Background: an optimization exercise with open tools, aiming at small area, a short achievable clock period and few clock cycles per item. Do not read the settings as production practice.
The RTL was checked by simulation tests, not by an equivalence proof against the original design.

== oak ==
==> flow/design.v (excerpt) <==
module PixelSolver (
  input               io_cmd_valid,
  output              io_cmd_ready,
  input      [27:0]   io_cmd_payload_x,
  input      [27:0]   io_cmd_payload_y,
  output              io_rsp_valid,
  input               io_rsp_ready,
  output     [5:0]    io_rsp_payload_iteration,
  input               clk,
  input               reset
);
  reg         v1;
  reg  [27:0] x1, y1, x01, y01, ckx1, cky1;
  reg  [5:0]  it1;
  reg  [1:0]  tag1;
  reg  [13:0] bo1, bt1;      
  reg  [13:0] bn1n;          
  reg  [27:0] x1n;           
  reg         v2;
  reg  [27:0] sxx2, cxx2;
  reg         cixx2;
  reg  [27:0] syy2, cyy2;
  reg         ciyy2;
  reg  [27:0] sxy2, cxy2;
  reg  [19:0] lsxy2, lcxy2;
  reg  [27:0] x02, y02, ckx2, cky2;
  reg  [5:0]  it2;
  reg  [1:0]  tag2;
  reg         per2;
  reg  [3:0]  rob_v;
  reg  [5:0]  rob_d0, rob_d1, rob_d2, rob_d3;
  reg  [2:0]  nseq, head;
  reg         out_v;
  reg  [5:0]  out_d;
  reg         full;          
  ...
Size in the first run: roughly 5300 cells after synthesis, ~0.056 mm^2 of cells after synthesis.
export LEC_CHECK = 0
export CAP_MARGIN = 20
export CORE_MARGIN = 2
export CORE_UTILIZATION = 40
export SLEW_MARGIN = 20
create_clock -name core_clock -period 10.0 [get_ports {clk}]
standard.sh (not shown) runs the stock make flow with config.mk's settings and CLKGATE_MAP_FILE= SYNTH_SCRIPT=/design/flow/synth_recipe.tcl, a recipe that flattens the netlist after the stock synthesis.
==> flow/flow/run.sh <==
#!/bin/bash
# Standard layout, with one extra step between synthesis and floorplan:
# flow/polarity.py removes the inverters that Yosys's adder extraction leaves
# between full adders (full adders are self-dual), choosing each adder's
# signal polarity so that as few inverters as possible remain. Registers and
# every non-inverter cell keep their names and types.
# The clock period is 10 ns, far above what the design needs, so by default
# the timing repair steps have nothing to do; a setup margin makes them work
# towards a shorter achieved period (the constraints themselves are unchanged).
set -euo pipefail
R=orfs/results/${FLOW_PLATFORM}/PixelSolver/base
bash standard.sh synth > synth.log 2>&1
cp "$R/1_2_yosys.v" yosys_standard.v
python3 flow/polarity.py yosys_standard.v polarity.v > polarity.log 2>&1
cp polarity.v "$R/1_2_yosys.v"
rm -f "$R/1_synth.odb"
bash standard.sh SETUP_SLACK_MARGIN=6.5 TNS_END_PERCENT=0 finish > finish.log 2>&1
Other scripts of this flow, unchanged in this note and not shown: flow/flow/polarity.py
oak finished end to end and its layout was clean on timing, DRC and antenna.
Testbench counts of oak, summed over its fixed seeds: cycles 263,406, pixels 8,192.
### oak -> pine
- CTS_BUF_LIST newly set to sky130_fd_sc_hd__clkbuf_8
### Flow results
Largest driver fanout on the critical path in pine is 17 above oak. When the final numbers for pine and oak were put side by side, the routing usage on met2 turned out to be greater in oak. pine -> oak: clock distribution area overhead in the final layout flat. Of pine and oak, pine shows the higher post-route clock period utilization, with oak below it. Against oak, initial detailed-routing violation count in pine came out better. On area used by sequential logic in the layout, pine and oak are neck and neck. pine ended with less routed wire length per instance than oak. Proportion of cell area occupied by registers: pine vs oak, no meaningful difference.
What birch does differently from pine at the input level:
- clearing CTS_BUF_LIST, which used to be sky130_fd_sc_hd__clkbuf_8
- swapping 40 for 55 in CORE_UTILIZATION
diff --git a/flow/flow/run.sh b/flow/flow/run.sh
--- a/flow/flow/run.sh
+++ b/flow/flow/run.sh
@@ -16,2 +16,2 @@
 rm -f "$R/1_synth.odb"
-bash standard.sh SETUP_SLACK_MARGIN=6.5 TNS_END_PERCENT=0 finish > finish.log 2>&1
+bash standard.sh SETUP_SLACK_MARGIN=6.5 finish > finish.log 2>&1
Results
In the flow results for pine and birch, the signal arrival time at the worst endpoint is larger on pine.
Compared with pine, birch has extra setup slack.
From birch to pine, synthesized area per cell did not move at all.
The post-CTS setup buffer count number comes out lower for pine vs birch.
Diff pine -> birch | die boundary height | decrease of 55 um
Between birch and pine, the cell count figures differ only marginally.
birch against pine: layout sequential cell count barely changed, total wire length climbed 25%, die area dropped about 27%.
Relative to birch, the following input files were edited for maple:
- CORE_UTILIZATION now 40, was 55
diff --git a/flow/flow/run.sh b/flow/flow/run.sh
--- a/flow/flow/run.sh
+++ b/flow/flow/run.sh
@@ -16,2 +16,2 @@
 rm -f "$R/1_synth.odb"
-bash standard.sh SETUP_SLACK_MARGIN=6.5 finish > finish.log 2>&1
+bash standard.sh SETUP_SLACK_MARGIN=6 finish > finish.log 2>&1
--- outcome ---
Diff birch -> maple | setup slack of the critical path after layout | decrease of 9.4 ps
Summary of maple over birch: non-clock buffer share of cell area fell 5.8 points, wire length shows a reduction of about 12%, maximum operating frequency now sits at about the same level.
[compare] base=birch new=maple: share of the clock period used by the worst path after layout ~0 delta, total vias in the final route -3522.
Compared with birch, in maple ratio of routed vias to standard cells went down about 9%; clock network area share went up.


## old
Another version of the RTL of PixelSolver (not shown whole).
Size in the first run: ~5,300 cells after synthesis, about 68 I/O pins, about 0.056 mm^2 of cells after synthesis.
Settings: LEC_CHECK=0, CAP_MARGIN=20, CORE_MARGIN=2, CORE_UTILIZATION=40, SLEW_MARGIN=20; clock period 10.0 ns.
==> flow/flow/run.sh <==
#!/bin/bash
# Standard layout, with one extra step between synthesis and floorplan:
# flow/polarity.py removes the inverters that Yosys's adder extraction leaves
# between full adders (full adders are self-dual), choosing each adder's
# signal polarity so that as few inverters as possible remain. Registers and
# every non-inverter cell keep their names and types.
# The clock period is 10 ns, far above what the design needs, so by default
# the timing repair steps have nothing to do; a setup margin makes them work
# towards a shorter achieved period (the constraints themselves are unchanged).
set -euo pipefail
R=orfs/results/${FLOW_PLATFORM}/PixelSolver/base
bash standard.sh synth > synth.log 2>&1
cp "$R/1_2_yosys.v" yosys_standard.v
python3 flow/polarity.py yosys_standard.v polarity.v > polarity.log 2>&1
cp polarity.v "$R/1_2_yosys.v"
rm -f "$R/1_synth.odb"
bash standard.sh SETUP_SLACK_MARGIN=5.5 finish > finish.log 2>&1
Other scripts of this flow, unchanged in this note and not shown: flow/flow/polarity.py
Testbench counts of old, summed over its fixed seeds: cycles 263,406, pixels 8,192.
Edits applied to the flow inputs when going from old to new:
diff --git a/flow/flow/run.sh b/flow/flow/run.sh
--- a/flow/flow/run.sh
+++ b/flow/flow/run.sh
@@ -16,2 +16,2 @@
 rm -f "$R/1_synth.odb"
-bash standard.sh SETUP_SLACK_MARGIN=5.5 finish > finish.log 2>&1
+bash standard.sh SETUP_SLACK_MARGIN=6.5 TNS_END_PERCENT=0 finish > finish.log 2>&1
diff --git a/flow/config.mk b/flow/config.mk
--- a/flow/config.mk
+++ b/flow/config.mk
@@ -10,2 +10,3 @@
 export CORE_UTILIZATION = 40
+export PLACE_DENSITY = 0.8
 export SLEW_MARGIN = 20
Results
- On clock edge transition at the registers on the reported setup and hold paths, new and old are basically level.
- Sequential cell area share across new and old: no real change.
- Routed wire length shrinks by a few percent when moving from old to new.
- In the metrics for new and old, the one carrying the lower global-route wire length before repair is new.
- NOTE: worst hold slack after final layout in new falls short of that of old
- Worst slew margin relative to its limit, new and old: higher on new
- new — number of search-and-repair iterations in the first detailed-routing pass 3 higher, old as reference
- Diff old -> new | sum of buffers and inverters on the critical path | decrease of 1


Another version of the RTL of PixelSolver (not shown whole).
Size: roughly 5,200 cells after synthesis, roughly 68 I/O pins, ~56,000 µm² of cells after synthesis.
==> flow/config.mk <==
export PLATFORM = sky130hd
export DESIGN_NAME = PixelSolver
export DESIGN_NICKNAME = PixelSolver
export VERILOG_FILES = /design/flow/design.v
export SDC_FILE = /design/flow/constraint.sdc
export NUM_CORES = 4
export LEC_CHECK = 0
export CAP_MARGIN = 20
export CORE_MARGIN = 2
export CORE_UTILIZATION = 40
export SLEW_MARGIN = 20
==> flow/constraint.sdc <==
create_clock -name core_clock -period 10.0 [get_ports {clk}]
set_input_delay 2.0000 -clock core_clock [delete_from_list [all_inputs] [get_ports {clk}]]
set_output_delay 2.0000 -clock core_clock [all_outputs]
set_load 0.01 [all_outputs]
==> flow/flow/run.sh <==
#!/bin/bash
# Standard layout, with one extra step between synthesis and floorplan:
# flow/polarity.py removes the inverters that Yosys's adder extraction leaves
# between full adders (full adders are self-dual), choosing each adder's
# signal polarity so that as few inverters as possible remain. Registers and
# every non-inverter cell keep their names and types.
# The clock period is 10 ns, far above what the design needs, so by default
# the timing repair steps have nothing to do; a setup margin makes them work
# towards a shorter achieved period (the constraints themselves are unchanged).
set -euo pipefail
R=orfs/results/${FLOW_PLATFORM}/PixelSolver/base
bash standard.sh synth > synth.log 2>&1
cp "$R/1_2_yosys.v" yosys_standard.v
python3 flow/polarity.py yosys_standard.v polarity.v > polarity.log 2>&1
cp polarity.v "$R/1_2_yosys.v"
rm -f "$R/1_synth.odb"
bash standard.sh SETUP_SLACK_MARGIN=7 TNS_END_PERCENT=0 finish > finish.log 2>&1
Other scripts of this flow, unchanged in this note and not shown: flow/flow/polarity.py
The starting point produced a clean layout.
Testbench counts at the start, summed over its fixed seeds: cycles 263,406, pixels 8,192.
Next try:
--- a/flow/flow/run.sh
+++ b/flow/flow/run.sh
@@ -15,3 +15,3 @@
 cp polarity.v "$R/1_2_yosys.v"
 rm -f "$R/1_synth.odb"
-bash standard.sh SETUP_SLACK_MARGIN=7 TNS_END_PERCENT=0 finish > finish.log 2>&1
+bash standard.sh SETUP_SLACK_MARGIN=6.5 TNS_END_PERCENT=0 finish > finish.log 2>&1
After rerunning: Routed wire length is unchanged; non-clock buffer count is unchanged; die area is unchanged; worst setup slack does not change; worst hold slack stays the same; global-route usage does not change; via count stays the same; maximum frequency does not change; utilization does not change.

afterwards: timing with drivers on the ports:
The flow's constraints put no driver on any port. The routed layouts listed below were extracted and timed again, unchanged, in two steps. Step 1 sets driving cells, clkbuf_16 on the clock port and buf_2 on the other inputs (assumed; they add their load-dependent delay and slew). Step 2 times the ports against the registers' clock, not the clock port: input delays grow and output delays shrink by t, the midpoint of the rising clock arrivals with the driver on. a / b / c = no drivers / after step 1 / after step 2; a / b = the first two.
run	t (ns)	slack for setup (ns)	worst setup path after step 2
oak	0.754	5.626 / 5.626 / 5.626	register to register
pine	0.887	5.532 / 5.532 / 5.532	register to register
birch	0.716	5.709 / 5.709 / 5.709	register to register
maple	0.754	5.699 / 5.699 / 5.699	register to register
old	0.718	5.507 / 5.507 / 5.507	register to register
new	0.720	5.503 / 5.503 / 5.503	register to register
the first run of note 3	0.746	5.511 / 5.511 / 5.511	register to register
the second run of note 3	0.746	5.511 / 5.511 / 5.511	register to register
After both steps every run listed still meets setup and hold.
